Context: an optimization exercise on an open-source flow, tuned for small area. The choices shown serve that exercise and are no tape-out recipe. Only simulation tests tie the RTL to the original design; equivalence was not proved. Power is estimated from default activity; no workload was simulated.

==> flow/design.v, too long to show whole: its modules and the start of the top module <==
// module MBF: 1549 lines
// module MBF_fa: 3 lines
// module MBF_ha: 3 lines
// module MBF_hn: 4 lines
// module MBF_xor2: 3 lines
// module MBF_nand2: 3 lines
// module MBF_nor2: 3 lines
module MBF(CLK, RESET, IN_VALID, IN_DATA, X_DATA, Y_DATA, OUT_VALID);
  // ...
==> flow/run.sh <==
#!/bin/bash
# synth_recipe.tcl (not shown) runs the flow's synth.tcl, then flattens the netlist and writes it again
# the make line also repeats each setting of config.mk as NAME=value (left out here)
make -C /OpenROAD-flow-scripts/flow DESIGN_CONFIG=/design/flow/config.mk WORK_HOME=/design/flow/orfs CLKGATE_MAP_FILE= SYNTH_SCRIPT=/design/flow/synth_recipe.tcl finish
==> flow/config.mk <==
export PLATFORM = sky130hd
export DESIGN_NAME = MBF
export DESIGN_NICKNAME = MBF
export VERILOG_FILES = /design/flow/design.v
export SDC_FILE = /design/flow/constraint.sdc
export NUM_CORES = 4
export LEC_CHECK = 0
export CAP_MARGIN = 20
export CORE_MARGIN = 2
export CORE_UTILIZATION = 55
export CTS_BUF_LIST = sky130_fd_sc_hd__clkbuf_8
export CTS_CLUSTER_DIAMETER = 50
export CTS_CLUSTER_SIZE = 20
export SLEW_MARGIN = 20
export SYNTH_HIERARCHICAL = 1
==> flow/constraint.sdc <==
create_clock -name core_clock -period 7.0 [get_ports {CLK}]
set_input_delay 1.4000 -clock core_clock [delete_from_list [all_inputs] [get_ports {CLK}]]
set_output_delay 1.4000 -clock core_clock [all_outputs]
set_load 0.01 [all_outputs]
==> out/qor.txt, run 1 <==
Flop+latch power: 1440 uW
Hold buffers post-CTS: 0
Setup TNS: 0 ns
Area contributors post-synth: fa_1, dfxtp_1, inv_1, nand2_1, nor2_1
Synth unique cells: 13
Post-synthesis register bit count: 229
Wire per inst: 21.9 um
CTS Sinks: 229
Status: finished clean
Die X: 172 um
Clock root buffer: clkbuf_8
Initial Utilization: 0.559
Initial antenna violation count: 0
Setup Fix Bufs, Post-CTS: 0
Pwr top: combinational logic
Fraction of area in non-clock buffers: 0.0372
Total power: 4240 uW
Min cycle time layout: 6.83 ns
Clock transition at path regs: 0.10 ns
Placed cell area: 0.0164 mm2
Simple logic cell fraction of the synthesized area: 0.0615
Final period util: 0.975
Post-synthesis mux area share: 0
Num rows: 61
Post-route ant nets: 0
Adder-cell area share of the yosys netlist: 0.583
Yosys top cell area share: 0.565
Commonest cells after routing, fill and taps aside: fa_1, dfxtp_1, inv_1
==> inputs of run 2 (changes only) <==
--- a/flow/config.mk
+++ b/flow/config.mk
@@ -7,9 +7,9 @@
 export LEC_CHECK = 0
 export CAP_MARGIN = 20
 export CORE_MARGIN = 2
-export CORE_UTILIZATION = 55
+export CORE_UTILIZATION = 40
 export CTS_BUF_LIST = sky130_fd_sc_hd__clkbuf_8
-export CTS_CLUSTER_DIAMETER = 50
-export CTS_CLUSTER_SIZE = 20
+export CTS_CLUSTER_DIAMETER = 60
+export CTS_CLUSTER_SIZE = 24
 export SLEW_MARGIN = 20
 export SYNTH_HIERARCHICAL = 1
==> out/qor.txt, run 2 <==
Vias in the first global route: 9393 (was 8987)
Post-synth top cells: fa_1, dfxtp_1, inv_1 (unchanged)
Final period util: 0.975 (about the same)
Worst relative slew slack: 0.321 (was 0.337)
Status: finished clean (unchanged)
Design area: 0.0173 mm2 (was 0.0171 mm2)
Synth warnings: 7 (unchanged)
Internal power: 2630 uW (was 2690 uW)
CTS tree: built (unchanged)
Syn-to-layout area delta: 11.3% (was 10.4%)
Num CTS Buffers: 25 (was 28)
Util after Layout: 0.449 (was 0.617)
DIE HEIGHT: 201 um (was 172 um)
Crit path buffers/inverters: 3 (was 1)
Placer Congestion: 0.877 (was 0.924)
Clock root buffer: clkbuf_8 (unchanged)
Pin slew with the least headroom to its limit: 1.02 ns (was 0.995 ns)
Leak: 0.00722 uW (was 0.00724 uW)
Post-synthesis register bit count: 229 (unchanged)
Remaining Overflow, GRT: 0 (unchanged)
Final wirelength: 35900 um (was 35600 um)
Reg power frac: 0.347 (was 0.341)
Die area: 0.0404 mm2 (was 0.0296 mm2)
Pin count of the biggest net entering global routing: 89 (was 88)
Num rows: 72 (was 61)
# Max-Cap Violations: 0 (unchanged)
Global-route wire length before repair: 56400 um (was 54700 um)
Yosys top cell area share: 0.565 (unchanged)
DR vias: 7890 (was 7998)
Placed cell area: 0.0166 mm2 (was 0.0164 mm2)
Final setup vio count: 0 (unchanged)
Most numerous cell in the Yosys netlist: fa_1 (unchanged)
Worst path cell trace: inv_1 -> ha_1 -> fa_1 -> fa_1 -> fa_1 -> fa_2 -> fa_1 -> fa_1 -> fa_1 -> inv_1 -> fa_1 -> fa_1 -> inv_1 -> fa_1 -> fa_1 -> ha_1 -> fa_1 -> ha_1 -> nor2_1 (was ha_1 -> fa_1 -> fa_1 -> fa_1 -> fa_1 -> fa_1 -> fa_1 -> fa_1 -> fa_1 -> fa_1 -> fa_1 -> inv_1 -> fa_1 -> fa_1 -> ha_1 -> fa_1 -> ha_1 -> nor2_1)
Routed vias/inst: 4.49 (was 4.92)
CP Class: reg -> reg (unchanged)
PD cells: 243 mW/mm2 (was 248 mW/mm2)
Worst path top cell family by delay: adder cells (unchanged)
Crit path max fanout: 3 (was 4)
Initial Utilization: 0.403 (was 0.559)
Port buffer count: 40 (unchanged)
Fillers: 3519 (was 2276)
Clk pwr share: 0.252 (was 0.256)
Share of cells above drive strength 1: 0.0757 (was 0.0843)
Clk_skew: 0.0268 ns (was 0.0245 ns)
Top Ports: 43 (unchanged)
Initial antenna violation count: 1 (was 0)
Cell taking the most area after synthesis: fa_1 (unchanged)
Hold buffers post-CTS: 0 (unchanged)
Max-slew violation count: 0 (unchanged)
Wire per inst: 20.4 um (was 21.9 um)
Post-route ant nets: 0 (unchanged)
Peak supply drop: 0.169 mV (was 0.143 mV)
Drt initial violations: 442 (was 572)
Required @ worst endpoint: 7.47 ns (was 7.45 ns)
DP Cell Count: 1713 (was 1572)
Global-route usage over all layers: 0.189 (was 0.263)
Async S/R FF share, synth: 0 (unchanged)
Startpoint types: flop (unchanged)
Min cycle time layout: 6.82 ns (was 6.83 ns)
Arr. time, crit path: 7.29 ns (was 7.28 ns)
Drt drc: 0 (unchanged)
EDFF count, synth: 0 (unchanged)
F_max: 147 MHz (about the same)
Net Switching: 1570 uW (was 1550 uW)
Commonest non-fill, non-tap cell in the layout: fa_1 (unchanged)
Mapped Cells: 1147 (unchanged)
Area contributors post-synth: fa_1, dfxtp_1, inv_1, nand2_1, nor2_1 (unchanged)
Drt pass-1 iters: 4 (was 5)
Die X: 201 um (was 172 um)
Cell mode on critical path: fa_1 (unchanged)
Synthesized area: 0.0155 mm2 (unchanged)
Logic gate share of total power: 0.401 (was 0.404)
Sw Ratio: 0.374 (was 0.365)
Clk Latency, worst-skew pair: 0.61 ns (was 0.59 ns)
N_diodes: 0 (unchanged)
Fin cells: 1759 (was 1624)
Multi-input gate area: 0.0101 mm2 (about the same)
Sequential fraction of the synthesis area: 0.295 (unchanged)
Critical Path Slowest Stage Cell: fa_2 (was fa_1)
Clk buf depth: 3 (unchanged)
Nets: 1700 (was 1701)
Register area: 0.00459 mm2 (about the same)
CTS Sinks: 229 (unchanged)
Synth unique cells: 13 (unchanged)
Hpwl dp: 30800 um (was 30500 um)
Htree depth: 1 (unchanged)
Core ar.: 0.0385 mm2 (was 0.0278 mm2)
Hold Violations, Final: 0 (unchanged)
Ys flop type: dfxtp_1 (unchanged)
Worst Hold Class: reg -> reg (unchanged)
Average cell area after synthesis: 13.5 um2 (unchanged)
CP max stage delay: 0.62 ns (was 0.56 ns)
Clock transition at path regs: 0.11 ns (was 0.10 ns)
Commonest cells after routing, fill and taps aside: fa_1, dfxtp_1, inv_1 (unchanged)
Setup crit end kind: flop (unchanged)
==> run 2: cell counts after synthesis <==
Identical to the previous run, type by type.
==> run 2: power groups by stage <==
stage	combinational, uW	clock, uW	sequential [uW]
finish	1680	1060	1450
global route	1960	1140	1460
CTS	1730	1090	1460
detailed placement	1730	0	1490
global placement	1700	0	1490
floorplan	1280	0	1470
==> run 2: kinds of logic (layout without fill, tap and decap cells) <==
kind of cell             Yosys count  after routing  synth area share
adder cells (fa/ha/maj)          461            461             0.583
flip-flops                       229            229             0.295
XOR/XNOR                           8              8           0.00451
other                              1              2          0.000242
AND/OR/NAND/NOR                  247            247            0.0615
buffers and inverters            201            294            0.0549
==> run 2: area by class of cell <==
type                       count  area share
multi-input combinational    718       0.585
inverter                     175      0.0381
sequential                   229       0.266
timing repair buffer          74      0.0378
clock inverter                18      0.0143
tap                          518      0.0375
clock buffer                  27      0.0215
==> run 2: path summary, 6_finish.rpt <==
path,from,endpoint,slack [ns],depth (start not counted)
setup / recovery,r12[0],q1030,0.18,19
setup reg to reg,r12[0],q1030,0.18,19
hold reg to reg,r0[7],r1[7],0.35,1
hold / removal,r0[7],r1[7],0.35,1
==> run 2: metrics by stage <==
| stage | worst slack, ns | power [uW] | setup TNS, ns | hold WS [ns] |
|---|---|---|---|---|
| 2_1_floorplan | 0.341 | 2750 | 0 | 0.352 |
| 3_3_place_gp | 0.128 | 3190 | 0 | 0.356 |
| 3_5_place_dp | -0.00142 | 3210 | -0.00142 | 0.359 |
| 4_1_cts | 0.0522 | 4280 | 0 | 0.363 |
| 5_1_grt | -0.00848 | 4570 | -0.00848 | 0.381 |
| 6_report | 0.178 | 4200 | 0 | 0.355 |
==> run 2: Yosys stat by module, one instance, submodules excluded <==
module,flip-flops and latches,times used
MBF,229,1
MBF_xor2,0,8
MBF_fa,0,438
MBF_nand2,0,129
MBF_nor2,0,113
MBF_ha,0,23
==> run 2: layer usage <==
metal,GRT usage,share of wire,wire (um)
met1,0.259,0.42,15200
met2,0.312,0.49,17800
met3,0.0356,0.058,2090
met4,0.0497,0.024,861
met5,0,0.00036,13
==> run 2: worst register-to-register path: cells and delay by family (launching register included) <==
family                     cells  cell delay (ns)
adders and majority gates     15             6.12
and+or+nand+nor                1             0.03
buffers and inverters          3             0.18
DFF                            1             0.37
==> run 2: repair_timing <==
item | 4_1_cts | 5_1_grt
resized for setup | 1 | 12
setup buffers | 0 | 1
pin swaps | 0 | 3
setup endpoints to repair | 1 | 7

==> afterwards: timing with drivers on the ports <==
Ports are ideal in the flow. The routed layouts listed here were re-timed in OpenROAD. Step 1 (the two cells are an assumption about what drives the block):
set clk [get_ports {CLK}]
set_driving_cell -lib_cell sky130_fd_sc_hd__clkbuf_16 $clk
set_driving_cell -lib_cell sky130_fd_sc_hd__buf_2 [delete_from_list [all_inputs] $clk]
Step 2 moves the port delays by t, midway between the first and last clock arrival at a register: inputs arrive t later, outputs are due t later. That takes back most of the time a late clock gives input paths. a / b / c = ideal ports / drivers / drivers and shift; a / b = the first two.
| run | shift t [ns] | setup WS [ns] | hold slack, ns | latest minus earliest clock arrival (ns) | worst slew at a driven data input, ns |
|---|---|---|---|---|---|
| run 1 | 0.627 | 0.174 / 0.174 / 0.174 | 0.365 / 0.365 / 0.365 | 0.024 / 0.025 | 0.03 |
| run 2 | 0.641 | 0.178 / 0.178 / 0.178 | 0.355 / 0.355 / 0.355 | 0.027 / 0.027 | 0.03 |
After both steps every run listed still meets setup and hold.
